This design comes from an exercise in tuning for small area and a short achievable clock period on the open sky130 flow, not from production work. RTL that was checked went through simulation tests only; none was proved equivalent to the original. No driver is modelled on the clock port, so clock power and skew are understated where the tree is cut down; a real chip needs a root buffer or a tree.

==> run a: inputs <==
==> flow/design.v <==
module pulse_gen(
    input           rst_n,
    input  [7:0]    trig_level,
    input           ad_clk,
    input  [7:0]    ad_data,
    output          ad_pulse,
    output          rise         
);
parameter THR_DATA = 3;
reg          pulse;
reg          pulse_delay;    
reg          ad_pulse_d;     
assign ad_pulse = pulse & pulse_delay;
assign rise     = ad_pulse & ~ad_pulse_d;
wire [8:0] dc;
wire [7:0] dd;
assign dc[0] = 1'b1;
genvar i;
generate
    for (i = 0; i < 8; i = i + 1) begin : g_sub
        assign dd[i]   = ad_data[i] ^ ~trig_level[i] ^ dc[i];
        assign dc[i+1] = (ad_data[i] & ~trig_level[i]) | (ad_data[i] & dc[i]) | (~trig_level[i] & dc[i]);
    end
endgenerate
wire go_high = dc[8] & |dd[7:2];
wire go_low  = ~dc[8] & ~(&dd[7:2] & |dd[1:0]);
always @ (posedge ad_clk or negedge rst_n)begin
    if(!rst_n)
        pulse <= 1'b0;
    else if(go_low)
        pulse <= 1'b0;
    else if(go_high)
        pulse <= 1'b1;
end
always @ (posedge ad_clk) begin
    pulse_delay <= pulse;
    ad_pulse_d  <= ad_pulse;
end
endmodule
module cymometer
   #(parameter    CLK_FS = 26'd50_000_000)
    (
        input                 clk_fs ,
        input                 rst_n  ,
        input                 fx_en  ,      
        output   reg [19:0]   data_fx
);
localparam   MAX       = 30;
localparam   GATE_TIME = 2000;
localparam   PERIODS   = GATE_TIME + 21;            
localparam   EOFS      = 2048 - PERIODS;             
localparam [63:0] DIVIDEND = CLK_FS * 64'd2000;      
localparam   IOFS      = 64 - 37;                    
reg  [10:0]    ecnt;
wire [11:0]    ecnt_inc = ecnt + fx_en;
wire           start    = fx_en & (ecnt == EOFS + 10);           
wire           stop     = fx_en & (ecnt == EOFS + GATE_TIME + 10);  
always @(posedge clk_fs or negedge rst_n) begin
    if(!rst_n)
        ecnt <= EOFS[10:0];
    else
        ecnt <= ecnt_inc[10:0] | (ecnt_inc[11] ? EOFS[10:0] : 11'd0);
end
reg  [5:0]     icnt;
wire           busy = |icnt;
always @(posedge clk_fs or negedge rst_n) begin
    if(!rst_n)
        icnt <= 6'd0;
    else
        icnt <= (icnt + busy) | (stop ? IOFS[5:0] : 6'd0);
end
genvar i;
reg  [MAX-1:0] fs_cnt;
wire [MAX:0]   fc;
assign fc[0] = ~busy;
generate
    for (i = 0; i < MAX; i = i + 1) begin : g_inc
        assign fc[i+1] = fc[i] & fs_cnt[i];
    end
endgenerate
always @(posedge clk_fs) begin
    if(start)
        fs_cnt <= {MAX{1'b0}};
    else
        fs_cnt <= fs_cnt ^ fc[MAX-1:0];
end
reg  [MAX-1:0] rem_n;
wire           dbit = DIVIDEND[~icnt];
wire [MAX:0]   a_n  = {rem_n, ~dbit};        
wire [MAX:0]   bw;                           
wire [MAX-1:0] s_n;                          
assign bw[0] = 1'b0;
generate
    for (i = 0; i < MAX; i = i + 1) begin : g_sub
        assign s_n[i]   = a_n[i] ^ fs_cnt[i] ^ bw[i];
        assign bw[i+1]  = (a_n[i] & fs_cnt[i]) | (a_n[i] & bw[i]) | (fs_cnt[i] & bw[i]);
    end
endgenerate
wire           qbit = ~(a_n[MAX] & bw[MAX]);   
always @(posedge clk_fs) begin
    if(busy & qbit)
        rem_n <= s_n;
    else
        rem_n <= a_n[MAX-1:0];
end
always @(posedge clk_fs or negedge rst_n) begin
    if(!rst_n)
        data_fx <= 20'd0;
    else if(busy)
        data_fx <= {data_fx[18:0], qbit};
end
endmodule
module vpp_measure(
    input               rst_n,
    input               ad_clk,
    input      [7:0]    ad_data,
    input               rise,        
    output     [7:0]    ad_vpp,
    output reg [7:0]    ad_max,
    output reg [7:0]    ad_min
);
reg         vpp_flag;
reg         vpp_flag_d;
reg [7:0]   ad_data_max;
reg [7:0]   ad_data_min;
wire        vpp_flag_pos = (~vpp_flag_d) & vpp_flag;
wire        vpp_flag_neg = vpp_flag_d & (~vpp_flag);
always @(posedge ad_clk or negedge rst_n) begin
    if(!rst_n) begin
        vpp_flag   <= 1'b0;
        vpp_flag_d <= 1'b0;
    end
    else begin
        vpp_flag   <= vpp_flag ^ rise;
        vpp_flag_d <= vpp_flag;
    end
end
wire [8:0] cg, cl;
assign cg[0] = 1'b0;
assign cl[0] = 1'b0;
genvar i;
generate
    for (i = 0; i < 8; i = i + 1) begin : g_cmp
        assign cg[i+1] = (ad_data[i] & ~ad_data_max[i]) | (ad_data[i] & cg[i]) | (~ad_data_max[i] & cg[i]);
        assign cl[i+1] = (~ad_data[i] & ad_data_min[i]) | (~ad_data[i] & cl[i]) | (ad_data_min[i] & cl[i]);
    end
endgenerate
always @(posedge ad_clk) begin
    if(vpp_flag_pos || cg[8])
        ad_data_max <= ad_data;
    if(vpp_flag_pos || cl[8])
        ad_data_min <= ad_data;
end
always @(posedge ad_clk or negedge rst_n) begin
    if(!rst_n) begin
        ad_max <= 8'd0;
        ad_min <= 8'd0;
    end
    else if(vpp_flag_neg) begin
        ad_max <= ad_data_max;
        ad_min <= ad_data_min;
    end
end
wire [8:0] vc;
assign vc[0] = 1'b1;
generate
    for (i = 0; i < 8; i = i + 1) begin : g_sub
        assign ad_vpp[i] = ad_max[i] ^ ~ad_min[i] ^ vc[i];
        assign vc[i+1]   = (ad_max[i] & ~ad_min[i]) | (ad_max[i] & vc[i]) | (~ad_min[i] & vc[i]);
    end
endgenerate
endmodule
module param_measure(
    input               clk ,
    input               rst_n  ,
    input      [7:0]    trig_level,
    input      [7:0]    ad_data,
    output              ad_pulse,
    output     [19:0]   ad_freq,
    output     [7:0]    ad_vpp,
    output     [7:0]    ad_max,
    output     [7:0]    ad_min
);
parameter CLK_FS = 26'd50_000_000;
wire rise;
pulse_gen u_pulse_gen(
    .rst_n          (rst_n),
    .trig_level     (trig_level),
    .ad_clk         (clk),
    .ad_data        (ad_data),
    .ad_pulse       (ad_pulse),
    .rise           (rise)
    );
cymometer #(
    .CLK_FS         (CLK_FS)
) u_cymometer(
    .clk_fs         (clk),
    .rst_n          (rst_n),
    .fx_en          (rise),
    .data_fx        (ad_freq)
    );
vpp_measure u_vpp_measure(
    .rst_n          (rst_n),
    .ad_clk         (clk),
    .ad_data        (ad_data),
    .rise           (rise),
    .ad_vpp         (ad_vpp),
    .ad_max         (ad_max),
    .ad_min         (ad_min)
    );
endmodule
==> flow/flow/run.sh <==
#!/bin/bash
# Own layout flow: the standard synthesis and layout, with
#  - every port buffered with buf_1 instead of the default (larger, slower) cell,
#  - the cells that ABC sized up swapped back to their smallest variant after floorplan
#    (repair_design then sizes up only where slew or load need it),
#  - a two-level clock tree (clocktree.tcl) in place of TritonCTS's H-tree.
# Each tool's full output goes to a log of its own in this folder (and ORFS's own logs
# under orfs/logs).
set -euo pipefail
W=$PWD
bash standard.sh synth > "$W/log_synth.txt" 2>&1
CLK_LEAVES=$(cat flow/clk_leaves) CLK_LEAF_CELL=$(cat flow/clk_leaf_cell) \
CLK_ROOT_CELL=sky130_fd_sc_hd__clkbuf_8 CLK_NET=clk \
bash standard.sh \
  "BUFFER_PORTS_ARGS=-buffer_cell sky130_fd_sc_hd__buf_1" \
  "POST_FLOORPLAN_TCL=$W/flow/downsize.tcl" \
  "PRE_CTS_TCL=$W/flow/clocktree.tcl" \
  finish > "$W/log_layout.txt" 2>&1
==> flow/flow/clk_leaf_cell <==
sky130_fd_sc_hd__clkbuf_8
==> flow/flow/clk_leaves <==
8
==> flow/flow/clocktree.tcl <==
# PRE_CTS hook: replaces clock_tree_synthesis with a small two-level clock tree.
# The flip-flops are split into CLK_LEAVES groups by placement (k-means); each group is
# driven by one leaf clock buffer at its centre, and the leaf buffers by one root
# buffer fed from the clock port. All flip-flops see the same two buffer stages.
proc clock_tree_synthesis {args} {
  set block [ord::get_db_block]
  set db [ord::get_db]
  set nleaf $::env(CLK_LEAVES)
  set leafm [$db findMaster $::env(CLK_LEAF_CELL)]
  set rootm [$db findMaster $::env(CLK_ROOT_CELL)]
  set clk [$block findNet $::env(CLK_NET)]
  set sinks {}
  foreach it [$clk getITerms] { lappend sinks $it }
  set n [llength $sinks]
  set xs {}; set ys {}
  foreach it $sinks {
    set b [[$it getInst] getBBox]
    lappend xs [expr {([$b xMin] + [$b xMax]) / 2.0}]
    lappend ys [expr {([$b yMin] + [$b yMax]) / 2.0}]
  }
  # k-means, seeded by sorting along x then y
  set order [lsort -real -indices $xs]
  set cx {}; set cy {}
  for {set k 0} {$k < $nleaf} {incr k} {
    set i [lindex $order [expr {int(($k + 0.5) * $n / $nleaf)}]]
    lappend cx [lindex $xs $i]; lappend cy [lindex $ys $i]
  }
  set asg [lrepeat $n 0]
  for {set iter 0} {$iter < 50} {incr iter} {
    for {set i 0} {$i < $n} {incr i} {
      set best 0; set bd 1e30
      for {set k 0} {$k < $nleaf} {incr k} {
        set d [expr {abs([lindex $xs $i] - [lindex $cx $k]) + abs([lindex $ys $i] - [lindex $cy $k])}]
        if {$d < $bd} { set bd $d; set best $k }
      }
      lset asg $i $best
    }
    for {set k 0} {$k < $nleaf} {incr k} {
      set sx 0; set sy 0; set c 0
      for {set i 0} {$i < $n} {incr i} {
        if {[lindex $asg $i] == $k} { set sx [expr {$sx + [lindex $xs $i]}]; set sy [expr {$sy + [lindex $ys $i]}]; incr c }
      }
      if {$c > 0} { lset cx $k [expr {$sx / $c}]; lset cy $k [expr {$sy / $c}] }
    }
  }
  # root buffer at the centre of the leaves
  set rx 0; set ry 0
  for {set k 0} {$k < $nleaf} {incr k} { set rx [expr {$rx + [lindex $cx $k]}]; set ry [expr {$ry + [lindex $cy $k]}] }
  set rx [expr {int($rx / $nleaf)}]; set ry [expr {int($ry / $nleaf)}]
  set root [odb::dbInst_create $block $rootm clkbuf_root]
  set rootnet [odb::dbNet_create $block clknet_root]
  $rootnet setSigType CLOCK
  [$root findITerm A] connect $clk
  [$root findITerm X] connect $rootnet
  $root setLocation $rx $ry
  $root setPlacementStatus PLACED
  for {set k 0} {$k < $nleaf} {incr k} {
    set leaf [odb::dbInst_create $block $leafm clkbuf_leaf_$k]
    set net [odb::dbNet_create $block clknet_leaf_$k]
    $net setSigType CLOCK
    [$leaf findITerm A] connect $rootnet
    [$leaf findITerm X] connect $net
    $leaf setLocation [expr {int([lindex $cx $k])}] [expr {int([lindex $cy $k])}]
    $leaf setPlacementStatus PLACED
    set c 0
    for {set i 0} {$i < $n} {incr i} {
      if {[lindex $asg $i] == $k} {
        set it [lindex $sinks $i]
        $it disconnect
        $it connect $net
        incr c
      }
    }
    puts "clocktree: leaf $k drives $c flip-flops"
  }
  set_propagated_clock [all_clocks]
  puts "clocktree: $n sinks, $nleaf leaf buffers"
}
==> flow/flow/downsize.tcl <==
# Swap every cell for the smallest cell of the same function (same name up to the
# drive-strength suffix), ABC having sized cells for a much faster clock than the
# design needs. repair_design later restores drive where slew or load need it.
set db [ord::get_db]
set ::dont_use {}
if {[info exists ::env(DONT_USE_CELLS)]} { set ::dont_use $::env(DONT_USE_CELLS) }
proc is_dont_use {name} {
  foreach pat $::dont_use { if {[string match $pat $name]} { return 1 } }
  return 0
}
array set best {}
foreach lib [$db getLibs] {
  foreach m [$lib getMasters] {
    set n [$m getName]
    if {![regexp {^(sky130_fd_sc_hd__[a-z0-9]+)_([0-9]+)$} $n -> base drive]} { continue }
    if {[is_dont_use $n]} { continue }
    set area [expr {[$m getWidth] * [$m getHeight]}]
    if {![info exists best($base)]} { set best($base) [list $m $area $drive]; continue }
    lassign $best($base) bm ba bd
    if {$area < $ba || ($area == $ba && $drive > $bd)} { set best($base) [list $m $area $drive] }
  }
}
set swapped 0
foreach inst [[ord::get_db_block] getInsts] {
  set m [$inst getMaster]
  set n [$m getName]
  if {![regexp {^(sky130_fd_sc_hd__[a-z0-9]+)_([0-9]+)$} $n -> base drive]} { continue }
  if {![info exists best($base)]} { continue }
  set bm [lindex $best($base) 0]
  if {$bm ne $m && [$bm getName] ne $n} {
    if {[$inst swapMaster $bm]} { incr swapped }
  }
}
puts "downsize: swapped $swapped cells to their smallest variant"
==> flow/standard.sh <==
#!/bin/bash
# synth_recipe.tcl (not shown) runs the flow's synth.tcl, then flattens the netlist and writes it again
# the make line also repeats each setting of config.mk as NAME=value (left out here)
make -C /OpenROAD-flow-scripts/flow DESIGN_CONFIG=/design/flow/config.mk WORK_HOME=/design/flow/orfs CLKGATE_MAP_FILE= SYNTH_SCRIPT=/design/flow/synth_recipe.tcl "${@:-finish}"
==> flow/config.mk <==
export PLATFORM = sky130hd
export DESIGN_NAME = param_measure
export DESIGN_NICKNAME = param_measure
export VERILOG_FILES = /design/flow/design.v
export SDC_FILE = /design/flow/constraint.sdc
export NUM_CORES = 4
export LEC_CHECK = 0
export CAP_MARGIN = 20
export CORE_MARGIN = 2
export CORE_UTILIZATION = 65
export SLEW_MARGIN = 20
==> flow/constraint.sdc <==
create_clock -name core_clock -period 250.0 [get_ports {clk}]
set_input_delay 50.0000 -clock core_clock [delete_from_list [all_inputs] [get_ports {clk}]]
set_output_delay 50.0000 -clock core_clock [all_outputs]
set_load 0.01 [all_outputs]
==> inputs of run b, as changes to run a <==
--- a/flow/design.v
+++ b/flow/design.v
@@ -13,16 +13,6 @@
 assign ad_pulse = pulse & pulse_delay;
 assign rise     = ad_pulse & ~ad_pulse_d;
-wire [8:0] dc;
-wire [7:0] dd;
-assign dc[0] = 1'b1;
-genvar i;
-generate
-    for (i = 0; i < 8; i = i + 1) begin : g_sub
-        assign dd[i]   = ad_data[i] ^ ~trig_level[i] ^ dc[i];
-        assign dc[i+1] = (ad_data[i] & ~trig_level[i]) | (ad_data[i] & dc[i]) | (~trig_level[i] & dc[i]);
-    end
-endgenerate
-wire go_high = dc[8] & |dd[7:2];
-wire go_low  = ~dc[8] & ~(&dd[7:2] & |dd[1:0]);
+wire [8:0] bw; wire [7:0] dd; assign bw[0]=1'b0; genvar i; generate for(i=0;i<8;i=i+1) begin: g assign dd[i] = ad_data[i]^trig_level[i]^bw[i]; assign bw[i+1] = (~ad_data[i] & trig_level[i]) | (~ad_data[i] & bw[i]) | (trig_level[i] & bw[i]); end endgenerate wire go_low = bw[8] & ~(&dd[7:2] & |dd[1:0]);
+wire go_high = ~bw[8] & |dd[7:2];
 always @ (posedge ad_clk or negedge rst_n)begin
     if(!rst_n)
@@ -70,18 +60,10 @@
         icnt <= (icnt + busy) | (stop ? IOFS[5:0] : 6'd0);
 end
-genvar i;
 reg  [MAX-1:0] fs_cnt;
-wire [MAX:0]   fc;
-assign fc[0] = ~busy;
-generate
-    for (i = 0; i < MAX; i = i + 1) begin : g_inc
-        assign fc[i+1] = fc[i] & fs_cnt[i];
-    end
-endgenerate
 always @(posedge clk_fs) begin
     if(start)
         fs_cnt <= {MAX{1'b0}};
     else
-        fs_cnt <= fs_cnt ^ fc[MAX-1:0];
+        fs_cnt <= fs_cnt + !busy;
 end
 reg  [MAX-1:0] rem_n;
@@ -91,4 +73,5 @@
 wire [MAX-1:0] s_n;                          
 assign bw[0] = 1'b0;
+genvar i;
 generate
     for (i = 0; i < MAX; i = i + 1) begin : g_sub
@@ -162,10 +145,10 @@
     end
 end
-wire [8:0] vc;
-assign vc[0] = 1'b1;
+wire [8:0] vb;
+assign vb[0] = 1'b0;
 generate
     for (i = 0; i < 8; i = i + 1) begin : g_sub
-        assign ad_vpp[i] = ad_max[i] ^ ~ad_min[i] ^ vc[i];
-        assign vc[i+1]   = (ad_max[i] & ~ad_min[i]) | (ad_max[i] & vc[i]) | (~ad_min[i] & vc[i]);
+        assign ad_vpp[i] = ad_max[i] ^ ad_min[i] ^ vb[i];
+        assign vb[i+1]   = (~ad_max[i] & ad_min[i]) | (~ad_max[i] & vb[i]) | (ad_min[i] & vb[i]);
     end
 endgenerate
==> flow/flow/run.sh (replaced) <==
#!/bin/bash
# Own layout flow: the standard synthesis and layout, with
#  - every port buffered with buf_1 instead of the default (larger, slower) cell,
#  - the cells that ABC sized up swapped back to their smallest variant after floorplan
#    (repair_design then sizes up only where slew or load need it).
# Each tool's full output goes to a log of its own in this folder (and ORFS's own logs
# under orfs/logs).
set -euo pipefail
W=$PWD
bash standard.sh synth > "$W/log_synth.txt" 2>&1
bash standard.sh \
  "BUFFER_PORTS_ARGS=-buffer_cell sky130_fd_sc_hd__buf_1" \
  "POST_FLOORPLAN_TCL=$W/flow/downsize.tcl" \
  finish > "$W/log_layout.txt" 2>&1
--- a/flow/flow/downsize.tcl
+++ b/flow/flow/downsize.tcl
@@ -3,6 +3,6 @@
 # design needs. repair_design later restores drive where slew or load need it.
 set db [ord::get_db]
-set ::dont_use {}
-if {[info exists ::env(DONT_USE_CELLS)]} { set ::dont_use $::env(DONT_USE_CELLS) }
+set dont_use {}
+if {[info exists ::env(DONT_USE_CELLS)]} { set dont_use $::env(DONT_USE_CELLS) }
 proc is_dont_use {name} {
   foreach pat $::dont_use { if {[string match $pat $name]} { return 1 } }
- CORE_UTILIZATION: 65 -> 40
- CTS_BUF_LIST: default -> sky130_fd_sc_hd__clkbuf_4
removed: flow/flow/clk_leaf_cell
removed: flow/flow/clk_leaves
removed: flow/flow/clocktree.tcl
==> inputs of run c, as changes to run a <==
--- a/flow/design.v
+++ b/flow/design.v
@@ -122,7 +122,7 @@
 reg         vpp_flag;
 reg         vpp_flag_d;
+reg         vpp_b4;                  
 reg [7:0]   ad_data_max;
 reg [7:0]   ad_data_min;
-wire        vpp_flag_pos = (~vpp_flag_d) & vpp_flag;
 wire        vpp_flag_neg = vpp_flag_d & (~vpp_flag);
 always @(posedge ad_clk or negedge rst_n) begin
@@ -147,7 +147,7 @@
 endgenerate
 always @(posedge ad_clk) begin
-    if(vpp_flag_pos || cg[8])
+    if(~vpp_flag_d || cg[8])
         ad_data_max <= ad_data;
-    if(vpp_flag_pos || cl[8])
+    if(~vpp_flag_d || cl[8])
         ad_data_min <= ad_data;
 end
@@ -156,16 +156,24 @@
         ad_max <= 8'd0;
         ad_min <= 8'd0;
+        vpp_b4 <= 1'b0;
     end
     else if(vpp_flag_neg) begin
         ad_max <= ad_data_max;
         ad_min <= ad_data_min;
-    end
-end
-wire [8:0] vc;
+        vpp_b4 <= rb[4];
+    end
+end
+wire [4:0] rb;                   
+assign rb[0] = 1'b0;
+wire [8:0] vc;                   
 assign vc[0] = 1'b1;
 generate
+    for (i = 0; i < 4; i = i + 1) begin : g_rb
+        assign rb[i+1] = (~ad_data_max[i] & ad_data_min[i]) | (~ad_data_max[i] & rb[i]) | (ad_data_min[i] & rb[i]);
+    end
     for (i = 0; i < 8; i = i + 1) begin : g_sub
-        assign ad_vpp[i] = ad_max[i] ^ ~ad_min[i] ^ vc[i];
-        assign vc[i+1]   = (ad_max[i] & ~ad_min[i]) | (ad_max[i] & vc[i]) | (~ad_min[i] & vc[i]);
+        wire c = (i == 4) ? ~vpp_b4 : vc[i];
+        assign ad_vpp[i] = ad_max[i] ^ ~ad_min[i] ^ c;
+        assign vc[i+1]   = (ad_max[i] & ~ad_min[i]) | (ad_max[i] & c) | (~ad_min[i] & c);
     end
 endgenerate
--- a/flow/flow/run.sh
+++ b/flow/flow/run.sh
@@ -11,5 +11,5 @@
 bash standard.sh synth > "$W/log_synth.txt" 2>&1
 CLK_LEAVES=$(cat flow/clk_leaves) CLK_LEAF_CELL=$(cat flow/clk_leaf_cell) \
-CLK_ROOT_CELL=sky130_fd_sc_hd__clkbuf_8 CLK_NET=clk \
+CLK_ROOT_CELL=sky130_fd_sc_hd__clkbuf_16 CLK_NET=clk \
 bash standard.sh \
   "BUFFER_PORTS_ARGS=-buffer_cell sky130_fd_sc_hd__buf_1" \
--- a/flow/flow/clocktree.tcl
+++ b/flow/flow/clocktree.tcl
@@ -44,4 +44,26 @@
     }
   }
+  # final assignment with at most ceil(n/nleaf)+1 flip-flops per leaf: nearest pairs first
+  set cap [expr {($n + $nleaf - 1) / $nleaf + 1}]
+  set pairs {}
+  for {set i 0} {$i < $n} {incr i} {
+    for {set k 0} {$k < $nleaf} {incr k} {
+      lappend pairs [list [expr {abs([lindex $xs $i] - [lindex $cx $k]) + abs([lindex $ys $i] - [lindex $cy $k])}] $i $k]
+    }
+  }
+  set used [lrepeat $nleaf 0]
+  set done [lrepeat $n 0]
+  foreach p [lsort -real -index 0 $pairs] {
+    lassign $p d i k
+    if {[lindex $done $i] || [lindex $used $k] >= $cap} { continue }
+    lset asg $i $k; lset done $i 1; lset used $k [expr {[lindex $used $k] + 1}]
+  }
+  for {set k 0} {$k < $nleaf} {incr k} {
+    set sx 0; set sy 0; set c 0
+    for {set i 0} {$i < $n} {incr i} {
+      if {[lindex $asg $i] == $k} { set sx [expr {$sx + [lindex $xs $i]}]; set sy [expr {$sy + [lindex $ys $i]}]; incr c }
+    }
+    if {$c > 0} { lset cx $k [expr {$sx / $c}]; lset cy $k [expr {$sy / $c}] }
+  }
   # root buffer at the centre of the leaves
   set rx 0; set ry 0
- CORE_UTILIZATION: 65 -> 80
==> inputs of run d, as changes to run a <==
--- a/flow/design.v
+++ b/flow/design.v
@@ -13,16 +13,6 @@
 assign ad_pulse = pulse & pulse_delay;
 assign rise     = ad_pulse & ~ad_pulse_d;
-wire [8:0] dc;
-wire [7:0] dd;
-assign dc[0] = 1'b1;
-genvar i;
-generate
-    for (i = 0; i < 8; i = i + 1) begin : g_sub
-        assign dd[i]   = ad_data[i] ^ ~trig_level[i] ^ dc[i];
-        assign dc[i+1] = (ad_data[i] & ~trig_level[i]) | (ad_data[i] & dc[i]) | (~trig_level[i] & dc[i]);
-    end
-endgenerate
-wire go_high = dc[8] & |dd[7:2];
-wire go_low  = ~dc[8] & ~(&dd[7:2] & |dd[1:0]);
+wire [8:0] bw; wire [7:0] dd; assign bw[0]=1'b0; genvar i; generate for(i=0;i<8;i=i+1) begin: g assign dd[i] = ad_data[i]^trig_level[i]^bw[i]; assign bw[i+1] = (~ad_data[i] & trig_level[i]) | (~ad_data[i] & bw[i]) | (trig_level[i] & bw[i]); end endgenerate wire go_low = bw[8] & ~(&dd[7:2] & |dd[1:0]);
+wire go_high = ~bw[8] & |dd[7:2];
 always @ (posedge ad_clk or negedge rst_n)begin
     if(!rst_n)
@@ -162,10 +152,10 @@
     end
 end
-wire [8:0] vc;
-assign vc[0] = 1'b1;
+wire [8:0] vb;
+assign vb[0] = 1'b0;
 generate
     for (i = 0; i < 8; i = i + 1) begin : g_sub
-        assign ad_vpp[i] = ad_max[i] ^ ~ad_min[i] ^ vc[i];
-        assign vc[i+1]   = (ad_max[i] & ~ad_min[i]) | (ad_max[i] & vc[i]) | (~ad_min[i] & vc[i]);
+        assign ad_vpp[i] = ad_max[i] ^ ad_min[i] ^ vb[i];
+        assign vb[i+1]   = (~ad_max[i] & ad_min[i]) | (~ad_max[i] & vb[i]) | (ad_min[i] & vb[i]);
     end
 endgenerate
==> flow/flow/clk_leaves (replaced) <==
9
==> flow_metrics.tcl <==
set metrics [dict create \
    synthMuxAreaShare_pct 10.8 \
    synthAdderAreaFrac_pct 15.9 \
    lastStage "2_1_floorplan" \
    synth.area.top_cells "dfrtp_1 20%, dfxtp_1 19%, fa_1 13%" \
    firstError "Error: floorplan.tcl, 161 can't read \"::dont_use\": no such variable" \
    post-synth-top-area-fraction_pct 20.2 \
    status "did not finish" \
    synth_common_cells "62 x dfxtp_1, 59 x mux2_2, 52 x dfrtp_1" \
    die-width_um 131 \
    synth_seq_area_share_pct 48.6 \
    synth-compound-area-share_pct 3.03 \
]
The numbers above come from run b.

==> flow_metrics.tcl <==
set metrics [dict create \
    status "timing/DRC/antenna clean" \
    synth_common_cells "62 x dfxtp_1, 52 x dfrtp_1, 42 x fa_1" \
    synth-compound-area-share_pct 3.23 \
    synth_seq_area_share_pct 49.6 \
    pg_seq_uw 28.4 \
    synthAdderAreaFrac_pct 21.7 \
    synth.area.top_cells "dfrtp_1 21%, dfxtp_1 20%, fa_1 13%" \
    drc 0 \
    postCtsSetupBuffers 0 \
    synthMuxAreaShare_pct 10.2 \
]
The numbers above come from run d.

==> flow_metrics.tcl <==
set metrics [dict create \
    min_to "u_vpp_measure.vpp_flag_d" \
    synthMuxAreaShare_pct 12.3 \
    clk_pin_slew_worst_paths_ns 0.10 \
    initial_core_util_pct 83.0 \
    synth-compound-area-share_pct 3.57 \
    worstPathArrival_ns 53.34 \
    die-width_um 94 \
    synth_seq_area_share_pct 48.7 \
    synth_common_cells "62 x dfxtp_1, 53 x dfrtp_1, 41 x fa_1" \
    post-synth-top-area-fraction_pct 20.5 \
    synth.area.top_cells "dfrtp_1 20%, dfxtp_1 19%, fa_1 13%" \
    clock_latency_ns 0.34 \
    cp-endpoint "u_pulse_gen.pulse" \
    status "timing/DRC/antenna clean" \
    cp.required_ns 250.27 \
]
The numbers above come from run c.

==> flow_metrics.tcl <==
set metrics [dict create \
    status "timing/DRC/antenna clean" \
    synth_seq_area_share_pct 49.5 \
    synth_common_cells "62 x dfxtp_1, 52 x dfrtp_1, 47 x mux2_2" \
    setup_ws_ns 196.07 \
    synth-compound-area-share_pct 3.29 \
    synthAdderAreaFrac_pct 21.7 \
    die-width_um 103 \
    post-synth-top-area-fraction_pct 20.6 \
    synthMuxAreaShare_pct 11.3 \
    synth.area.top_cells "dfrtp_1 21%, dfxtp_1 20%, fa_1 13%" \
]
The numbers above come from run a.

Only the layout flow was run in run d; the RTL was not checked for function there. The clock cells of run a, run c and run d come from the design's own scripts or RTL, not from TritonCTS.

## re-timing with driven ports
How much do the figures lean on ideal ports? The routed layouts below were timed once more, with nothing changed but the port constraints. Step 1: set_driving_cell puts a clkbuf_16 on clk and a buf_2 on each other input, an assumption about the parent block. Step 2 also shifts input and output timing later by t, the mid clock arrival at the registers, as if the neighbouring blocks saw the same clock. Three values: ideal ports, drivers, drivers and shift; two values: the first two.
run | t (ns) | slack for setup (ns) | hold slack, ns | clock arrival spread, ns | pins driven straight from the clock port
run a | 0.413 | 196.070 / 196.037 / 196.451 | 0.463 / 0.463 / 0.463 | 0.029 / 0.029 | 1
run c | 0.372 | 196.932 / 196.945 / 196.572 | 0.426 / 0.426 / 0.426 | 0.018 / 0.019 | 1
run d | 0.411 | 196.295 / 196.266 / 196.565 | 0.431 / 0.431 / 0.431 | 0.021 / 0.021 | 1
After both steps every run listed still meets setup and hold. The setup slack of run c, which loses most, moves by +0.013 ns with the drivers and by -0.360 ns with both steps.
